From an optimization exercise on the open Yosys and OpenROAD flow, aimed at small area; shortcuts taken in it are not production practice.
Function was checked by simulation only, so behaviour that the tests miss may differ from the original.
No activity file was given, so power comes from the tool's default toggle rates.

## tt_um_ieeeuoftasic_simproc
module tt_um_ieeeuoftasic_simproc (
    input  wire [7:0] ui_in,     
    output wire [7:0] uo_out,    
    input  wire [7:0] uio_in,    
    output wire [7:0] uio_out,   
    output wire [7:0] uio_oe,    
    input  wire       ena,       
    input  wire       clk,       
    input  wire       rst_n      
);
Size: about 1,600 cells after synthesis, ~620 flip-flops.
make LEC_CHECK=0 CAP_MARGIN=0 CORE_MARGIN=2 CORE_UTILIZATION=65 CTS_BUF_LIST=sky130_fd_sc_hd__clkbuf_8 CTS_CLUSTER_DIAMETER=50 CTS_CLUSTER_SIZE=16 SLEW_MARGIN=0 SYNTH_HIERARCHICAL=1 finish   # period 20.0 ns
run.sh (not shown) runs the stock make flow with config.mk's settings and CLKGATE_MAP_FILE= SYNTH_SCRIPT=/design/flow/synth_recipe.tcl, a recipe that flattens the netlist after the stock synthesis.
Then changed:
--- a/flow/config.mk
+++ b/flow/config.mk
@@ -7,3 +7,3 @@
 export LEC_CHECK = 0
-export CAP_MARGIN = 0
+export CAP_MARGIN = 20
 export CORE_MARGIN = 2
@@ -13,3 +13,3 @@
 export CTS_CLUSTER_SIZE = 16
-export SLEW_MARGIN = 0
+export SLEW_MARGIN = 20
 export SYNTH_HIERARCHICAL = 1
Synthesized area does not change.
Die area stays the same.
Final area hardly moves.
Via count goes down slightly.
Synthesized cell count stays the same.
Setup slack improves by 0.13 ns.
Then changed:
==> flow/flow/run.sh (new file) <==
#!/bin/bash
set -euo pipefail
work=$(pwd)
here=$(cd "$(dirname "${BASH_SOURCE[0]}")" && pwd)

# The standard flow's synthesis script with the ABC mapping script swapped
{
  echo 'proc abc {args} {'
  echo '  set i [lsearch -exact $args -script]'
  echo '  if {$i >= 0} { lset args [expr {$i + 1}] $::env(AREA_ABC_SCRIPT) }'
  echo '  yosys abc {*}$args'
  echo '}'
  cat "$work/synth_recipe.tcl"
} > "$work/synth_area.tcl"

cts="-sink_clustering_enable -repair_clock_nets -sink_clustering_size 16"
cts="$cts -sink_clustering_max_diameter 50 -buf_list sky130_fd_sc_hd__clkbuf_8"
cts="$cts -dont_use_dummy_load"

bash "$work/standard.sh" \
  "SYNTH_SCRIPT=$work/synth_area.tcl" \
  "AREA_ABC_SCRIPT=$here/abc_area.script" \
  "CTS_ARGS=$cts" \
  finish > "$work/standard.log" 2>&1
==> flow/flow/abc_area.script (new file) <==
strash
&get -n
&fraig -x
&put
scorr
dc2
strash
&get -n
&dch -f
&nf -R 1000 -p
&put
==> flow/standard.sh (new file) <==
#!/bin/bash
# synth_recipe.tcl (not shown) runs the flow's synth.tcl, then flattens the netlist and writes it again
# the make line also repeats each setting of config.mk as NAME=value (left out here)
make -C /OpenROAD-flow-scripts/flow DESIGN_CONFIG=/design/flow/config.mk WORK_HOME=/design/flow/orfs CLKGATE_MAP_FILE= SYNTH_SCRIPT=/design/flow/synth_recipe.tcl "${@:-finish}"
removed: flow/run.sh
Effect:
- The changed run passed the timing, DRC and antenna checks
- power fell by 6.6%
- worst setup slack got worse by 0.12 ns
- routed wire length grows by 0.94%

* * *

tt_um_ieeeuoftasic_simproc, a different RTL version from the one above (not shown whole).
Size in the first run: about 620 flip-flops, roughly 43 I/O pins.
==> flow/design.v (excerpt) <==
module tt_um_ieeeuoftasic_simproc (
    input  wire [7:0] ui_in,     
    output wire [7:0] uo_out,    
    input  wire [7:0] uio_in,    
    output wire [7:0] uio_out,   
    output wire [7:0] uio_oe,    
    input  wire       ena,       
    input  wire       clk,       
    input  wire       rst_n      
);
  wire rst;
  wire [9:0] clk_per_bit;
  assign clk_per_bit = {uio_in[7:0], 2'b00};  
  assign rst = ~rst_n;
  assign uio_oe = 8'b0000_0000;  
  assign uio_out = 8'b0000_0000;  
  assign uo_out[7:3] = 5'b0_0000;  
  simproc_system #(
     .CLK_BITS(10)
  ) U1 (
      .clk(clk),
      .rst(rst),
      .clk_per_bit(clk_per_bit),
      .uart_rx(ui_in[0]),
      .uart_tx(uo_out[0]),
      .halt(uo_out[1]),
      .done(uo_out[2])
  );
  wire _unused = &{ui_in[7:1], ena, 1'b0};
endmodule
==> flow/config.mk <==
export PLATFORM = sky130hd
export DESIGN_NAME = tt_um_ieeeuoftasic_simproc
export DESIGN_NICKNAME = tt_um_ieeeuoftasic_simproc
export VERILOG_FILES = /design/flow/design.v
export SDC_FILE = /design/flow/constraint.sdc
export NUM_CORES = 4
export LEC_CHECK = 0
export CAP_MARGIN = 20
export CORE_MARGIN = 2
export CORE_UTILIZATION = 65
export CTS_BUF_LIST = sky130_fd_sc_hd__clkbuf_8
export CTS_CLUSTER_DIAMETER = 50
export CTS_CLUSTER_SIZE = 16
export SLEW_MARGIN = 20
export SYNTH_HIERARCHICAL = 1
==> flow/constraint.sdc <==
create_clock -name core_clock -period 20.0 [get_ports {clk}]
set_input_delay 4.0000 -clock core_clock [delete_from_list [all_inputs] [get_ports {clk}]]
set_output_delay 4.0000 -clock core_clock [all_outputs]
set_load 0.01 [all_outputs]
standard.sh (not shown) runs the stock make flow with config.mk's settings and CLKGATE_MAP_FILE= SYNTH_SCRIPT=/design/flow/synth_recipe.tcl, a recipe that flattens the netlist after the stock synthesis.
==> flow/flow/run.sh <==
#!/bin/bash
set -euo pipefail
work=$(pwd)
here=$(cd "$(dirname "${BASH_SOURCE[0]}")" && pwd)

# The standard flow's synthesis script with the ABC mapping script swapped
{
  echo 'proc abc {args} {'
  echo '  set i [lsearch -exact $args -script]'
  echo '  if {$i >= 0} { lset args [expr {$i + 1}] $::env(AREA_ABC_SCRIPT) }'
  echo '  yosys abc {*}$args'
  echo '}'
  cat "$work/synth_recipe.tcl"
} > "$work/synth_area.tcl"

cts="-sink_clustering_enable -repair_clock_nets -sink_clustering_size 16"
cts="$cts -sink_clustering_max_diameter 50 -buf_list sky130_fd_sc_hd__clkbuf_8"
cts="$cts -dont_use_dummy_load"

bash "$work/standard.sh" \
  "SYNTH_SCRIPT=$work/synth_area.tcl" \
  "AREA_ABC_SCRIPT=$here/abc_area.script" \
  "CTS_ARGS=$cts" \
  "BUFFER_PORTS_ARGS=-buffer_cell sky130_fd_sc_hd__buf_1" \
  "RECOVER_POWER=100" \
  finish > "$work/standard.log" 2>&1
==> flow/flow/abc_area.script <==
strash
&get -n
&fraig -x
&put
scorr
dc2
strash
&get -n
&dch -f
&nf -R 1000 -p
&put
The first run finished with capacitance limit, slew limit left.
Change:
--- a/flow/flow/run.sh
+++ b/flow/flow/run.sh
@@ -15,5 +15,5 @@
 
 cts="-sink_clustering_enable -repair_clock_nets -sink_clustering_size 16"
-cts="$cts -sink_clustering_max_diameter 50 -buf_list sky130_fd_sc_hd__clkbuf_8"
+cts="$cts -sink_clustering_max_diameter 80 -buf_list sky130_fd_sc_hd__clkbuf_8"
 cts="$cts -dont_use_dummy_load"
 
@@ -23,4 +23,3 @@
   "CTS_ARGS=$cts" \
   "BUFFER_PORTS_ARGS=-buffer_cell sky130_fd_sc_hd__buf_1" \
-  "RECOVER_POWER=100" \
   finish > "$work/standard.log" 2>&1
Result:
- Now the flow completed with no timing, DRC or antenna violations
- design area barely changes
- via count hardly moves
- sequential power is about the same
- area after synthesis stays the same
- sequential share of layout area barely changes
- first-iteration DRC count climbs by 2.9%
- critical path depth does not change
- power falls by 1.6%
- routed wire length is lower by 0.46%
- non-clock buffer count stays the same
- count of clock-buffer cells in the layout decreases by 6
Change:
--- a/flow/flow/run.sh
+++ b/flow/flow/run.sh
@@ -14,6 +14,6 @@
 } > "$work/synth_area.tcl"
 
-cts="-sink_clustering_enable -repair_clock_nets -sink_clustering_size 16"
-cts="$cts -sink_clustering_max_diameter 80 -buf_list sky130_fd_sc_hd__clkbuf_8"
+cts="-sink_clustering_enable -repair_clock_nets -sink_clustering_size 18"
+cts="$cts -sink_clustering_max_diameter 70 -buf_list \"sky130_fd_sc_hd__clkbuf_4 sky130_fd_sc_hd__clkbuf_8\""
 cts="$cts -dont_use_dummy_load"
 
Outcome:
- The new run failed in clock tree synthesis on STA-0564
- synthesized cell count is unchanged
- synthesized area does not change
Change:
--- a/flow/flow/run.sh
+++ b/flow/flow/run.sh
@@ -15,5 +15,5 @@
 
 cts="-sink_clustering_enable -repair_clock_nets -sink_clustering_size 18"
-cts="$cts -sink_clustering_max_diameter 70 -buf_list \"sky130_fd_sc_hd__clkbuf_4 sky130_fd_sc_hd__clkbuf_8\""
+cts="$cts -sink_clustering_max_diameter 70 -buf_list sky130_fd_sc_hd__clkbuf_8"
 cts="$cts -dont_use_dummy_load"
 
GPL_TIMING_DRIVEN = 0   (was default)
Now the flow went through all stages and came out clean.
Synthesized area does not change.
Synthesized cell count is unchanged.
Change:
--- a/flow/flow/run.sh
+++ b/flow/flow/run.sh
@@ -14,6 +14,6 @@
 } > "$work/synth_area.tcl"
 
-cts="-sink_clustering_enable -repair_clock_nets -sink_clustering_size 18"
-cts="$cts -sink_clustering_max_diameter 70 -buf_list sky130_fd_sc_hd__clkbuf_8"
+cts="-sink_clustering_enable -repair_clock_nets -sink_clustering_size 20"
+cts="$cts -sink_clustering_max_diameter 35 -buf_list sky130_fd_sc_hd__clkbuf_8"
 cts="$cts -dont_use_dummy_load"
 
GPL_TIMING_DRIVEN = default   (was 0)
=> Worst setup slack loses 0.13 ns. Area after synthesis is unchanged. Routed wire length is higher by 2.9%. Clock power is higher by 48%.

* * *

Setup of run A:
Starting RTL as in the previous note.
==> flow/design.v (excerpt) <==
module tt_um_ieeeuoftasic_simproc (
    input  wire [7:0] ui_in,     
    output wire [7:0] uo_out,    
    input  wire [7:0] uio_in,    
    output wire [7:0] uio_out,   
    output wire [7:0] uio_oe,    
    input  wire       ena,       
    input  wire       clk,       
    input  wire       rst_n      
);
clock: 20.0 ns
lec_check: 0
cap_margin: 20
core_margin: 2
core_utilization: 75
cts_buf_list: sky130_fd_sc_hd__clkbuf_8
cts_cluster_diameter: 50
cts_cluster_size: 16
slew_margin: 20
synth_hierarchical: 1
==> flow/flow/run.sh <==
#!/bin/bash
set -euo pipefail
work=$(pwd)
here=$(cd "$(dirname "${BASH_SOURCE[0]}")" && pwd)

# The standard flow's synthesis script with the ABC mapping script swapped
{
  echo 'proc abc {args} {'
  echo '  set i [lsearch -exact $args -script]'
  echo '  if {$i >= 0} { lset args [expr {$i + 1}] $::env(AREA_ABC_SCRIPT) }'
  echo '  yosys abc {*}$args'
  echo '}'
  cat "$work/synth_recipe.tcl"
} > "$work/synth_area.tcl"

cts="-sink_clustering_enable -repair_clock_nets -sink_clustering_size 18"
cts="$cts -sink_clustering_max_diameter 70 -buf_list sky130_fd_sc_hd__clkbuf_8"
cts="$cts -dont_use_dummy_load"

bash "$work/standard.sh" \
  "SYNTH_SCRIPT=$work/synth_area.tcl" \
  "AREA_ABC_SCRIPT=$here/abc_area.script" \
  "CTS_ARGS=$cts" \
  "BUFFER_PORTS_ARGS=-buffer_cell sky130_fd_sc_hd__buf_1" \
  finish > "$work/standard.log" 2>&1
Scripts as last shown in full above: flow/flow/abc_area.script
Run A finished end to end and its layout was clean on timing, DRC and antenna.
#### Input delta (run B over run A)
# run A
export LEC_CHECK = 0
export CAP_MARGIN = 20
export CORE_MARGIN = 2
export CORE_UTILIZATION = 75
export CTS_BUF_LIST = sky130_fd_sc_hd__clkbuf_8
export CTS_CLUSTER_DIAMETER = 50
export CTS_CLUSTER_SIZE = 16
export SLEW_MARGIN = 20
export SYNTH_HIERARCHICAL = 1
create_clock -name core_clock -period 20.0 [get_ports {clk}]
# run B
export LEC_CHECK = 0
export CAP_MARGIN = 20
export CORE_MARGIN = 2
export CORE_UTILIZATION = 65
export CTS_BUF_LIST = sky130_fd_sc_hd__clkbuf_8
export CTS_CLUSTER_DIAMETER = 50
export CTS_CLUSTER_SIZE = 16
export SLEW_MARGIN = 20
export SYNTH_HIERARCHICAL = 1
create_clock -name core_clock -period 20.0 [get_ports {clk}]
diff --git a/flow/flow/run.sh b/flow/flow/run.sh
--- a/flow/flow/run.sh
+++ b/flow/flow/run.sh
@@ -17 +17 @@
-cts="$cts -sink_clustering_max_diameter 70 -buf_list sky130_fd_sc_hd__clkbuf_8"
+cts="$cts -sink_clustering_max_diameter 70 -buf_list {sky130_fd_sc_hd__clkbuf_4 sky130_fd_sc_hd__clkbuf_8}"
Results
Comparing run A with run B, the cell internal power dissipation came out essentially unchanged. Diff run A -> run B: met1 track demand over resource dropped 5.5 points; height of the die went up about 7%. In the reports for run B and run A, the smaller final cell count belongs to run A. Run A fits on a die that is smaller than the die of run B. met3 routed wirelength of run B falls short of that of run A by more than 10%. Re detailed placement HPWL: run A was lower than run B. When run B is set beside run A, its global-route usage turns out to be 4.1 points smaller.
--- input diff run B..run C ---
diff --git a/flow/flow/run.sh b/flow/flow/run.sh
--- a/flow/flow/run.sh
+++ b/flow/flow/run.sh
@@ -16,2 +16,2 @@
-cts="-sink_clustering_enable -repair_clock_nets -sink_clustering_size 18"
-cts="$cts -sink_clustering_max_diameter 70 -buf_list {sky130_fd_sc_hd__clkbuf_4 sky130_fd_sc_hd__clkbuf_8}"
+cts="-sink_clustering_enable -repair_clock_nets -sink_clustering_size 16"
+cts="$cts -sink_clustering_max_diameter 50 -buf_list sky130_fd_sc_hd__clkbuf_8"
@@ -24 +23,0 @@
-  "BUFFER_PORTS_ARGS=-buffer_cell sky130_fd_sc_hd__buf_1" \
Findings:
- In the flow results for run B and run C, the logic gate share of total power is larger on run B.
- Diff run B..run C | smallest hold slack | negligible
- Re post-layout instance area: run C is 0.86% up on run B.
- Going from run B to run C, via count -66; first-pass GRT wire length shows an increase of about 1.1%.
- Side by side, clock period minus final worst setup slack turned out higher in run C than in run B.
- Compared with run B, run C supports a lower clock frequency.
- Across both runs, worst-case setup margin in the final layout was lower for run C than for run B.
- Looking at run B and run C, the clock latency on the worst-skew pair is a wash.
- In terms of synthesized cell count, run B and run C differ only marginally.
- Overall routed net length (lower): run C
Setup changes, run C to run D
# run C
export LEC_CHECK = 0
export CAP_MARGIN = 20
export CORE_MARGIN = 2
export CORE_UTILIZATION = 65
export CTS_BUF_LIST = sky130_fd_sc_hd__clkbuf_8
export CTS_CLUSTER_DIAMETER = 50
export CTS_CLUSTER_SIZE = 16
export SLEW_MARGIN = 20
export SYNTH_HIERARCHICAL = 1
create_clock -name core_clock -period 20.0 [get_ports {clk}]
# run D
export LEC_CHECK = 0
export CAP_MARGIN = 20
export CORE_MARGIN = 2
export CORE_UTILIZATION = 65
export CTS_BUF_LIST = sky130_fd_sc_hd__clkbuf_8
export CTS_CLUSTER_DIAMETER = 50
export CTS_CLUSTER_SIZE = 16
export PLACE_DENSITY = 0.85
export SLEW_MARGIN = 20
export SYNTH_HIERARCHICAL = 1
create_clock -name core_clock -period 20.0 [get_ports {clk}]
diff --git a/flow/flow/run.sh b/flow/flow/run.sh
--- a/flow/flow/run.sh
+++ b/flow/flow/run.sh
@@ -16,2 +16,2 @@
-cts="-sink_clustering_enable -repair_clock_nets -sink_clustering_size 16"
-cts="$cts -sink_clustering_max_diameter 50 -buf_list sky130_fd_sc_hd__clkbuf_8"
+cts="-sink_clustering_enable -repair_clock_nets -sink_clustering_size 18"
+cts="$cts -sink_clustering_max_diameter 70 -buf_list sky130_fd_sc_hd__clkbuf_8"
@@ -23,0 +24 @@
+  "BUFFER_PORTS_ARGS=-buffer_cell sky130_fd_sc_hd__buf_1" \
## What came out
- Run D: average routed wire per standard cell about 1.4% below run C
- | number of violations reported at the end of detailed-routing iteration 0 | run D vs run C | 2.5% lower |
- In run D relative to run C, final wirelength had gone down slightly.
- Against run C, run D comes in 0.70 points higher on sequential share of layout area.
Here is what was changed in the inputs of run E compared with run D.
# run D
export LEC_CHECK = 0
export CAP_MARGIN = 20
export CORE_MARGIN = 2
export CORE_UTILIZATION = 65
export CTS_BUF_LIST = sky130_fd_sc_hd__clkbuf_8
export CTS_CLUSTER_DIAMETER = 50
export CTS_CLUSTER_SIZE = 16
export PLACE_DENSITY = 0.85
export SLEW_MARGIN = 20
export SYNTH_HIERARCHICAL = 1
create_clock -name core_clock -period 20.0 [get_ports {clk}]
# run E
export LEC_CHECK = 0
export CAP_MARGIN = 20
export CORE_MARGIN = 2
export CORE_UTILIZATION = 65
export CTS_BUF_LIST = sky130_fd_sc_hd__clkbuf_8
export CTS_CLUSTER_DIAMETER = 50
export CTS_CLUSTER_SIZE = 16
export SLEW_MARGIN = 20
export SYNTH_HIERARCHICAL = 1
create_clock -name core_clock -period 20.0 [get_ports {clk}]
==> results.txt <==
Looking at the reports, run E completed the entire flow and the layout it produced met the timing, DRC and antenna checks. Diff run D -> run E: least setup slack across all paths after layout picked up an extra 0.073 ns; achievable frequency picked up an extra 1.0%. Between run D and run E, the difference in overall power consumption is negligible.

-- separate check: timing with driven ports --
The flow's constraints put no driver on any port. The routed layouts listed below were extracted and timed again, unchanged, in two steps. Step 1 (the two cells are an assumption about what drives the block):
set clk [get_ports {clk}]
set_driving_cell -lib_cell sky130_fd_sc_hd__clkbuf_16 $clk
set_driving_cell -lib_cell sky130_fd_sc_hd__buf_2 [delete_from_list [all_inputs] $clk]
Step 2 moves the port delays by t, midway between the first and last clock arrival at a register: inputs arrive t later, outputs are due t later. That takes back most of the time a late clock gives input paths. a / b / c = ideal / step 1 / step 2; a / b = the first two.
run	shift t [ns]	setup WS [ns]	worst data-port slew with drivers (ns)
the first run of note 1	0.710	12.832 / 12.832 / 12.832	0.03
the second run of note 1	0.726	12.967 / 12.967 / 12.967	0.03
the third run of note 1	0.682	12.849 / 12.849 / 12.849	0.03
the first run of note 2	0.708	12.763 / 12.763 / 12.763	0.03
the second run of note 2	0.688	12.745 / 12.745 / 12.745	0.04
the fourth run of note 2	0.667	12.885 / 12.885 / 12.885	0.04
the fifth run of note 2	0.685	12.751 / 12.751 / 12.751	0.03
run A	0.631	12.770 / 12.770 / 12.770	0.03
run B	0.675	12.893 / 12.893 / 12.893	0.04
run C	0.669	12.727 / 12.727 / 12.727	0.03
run D	0.687	12.820 / 12.820 / 12.820	0.03
run E	0.675	12.893 / 12.893 / 12.893	0.04
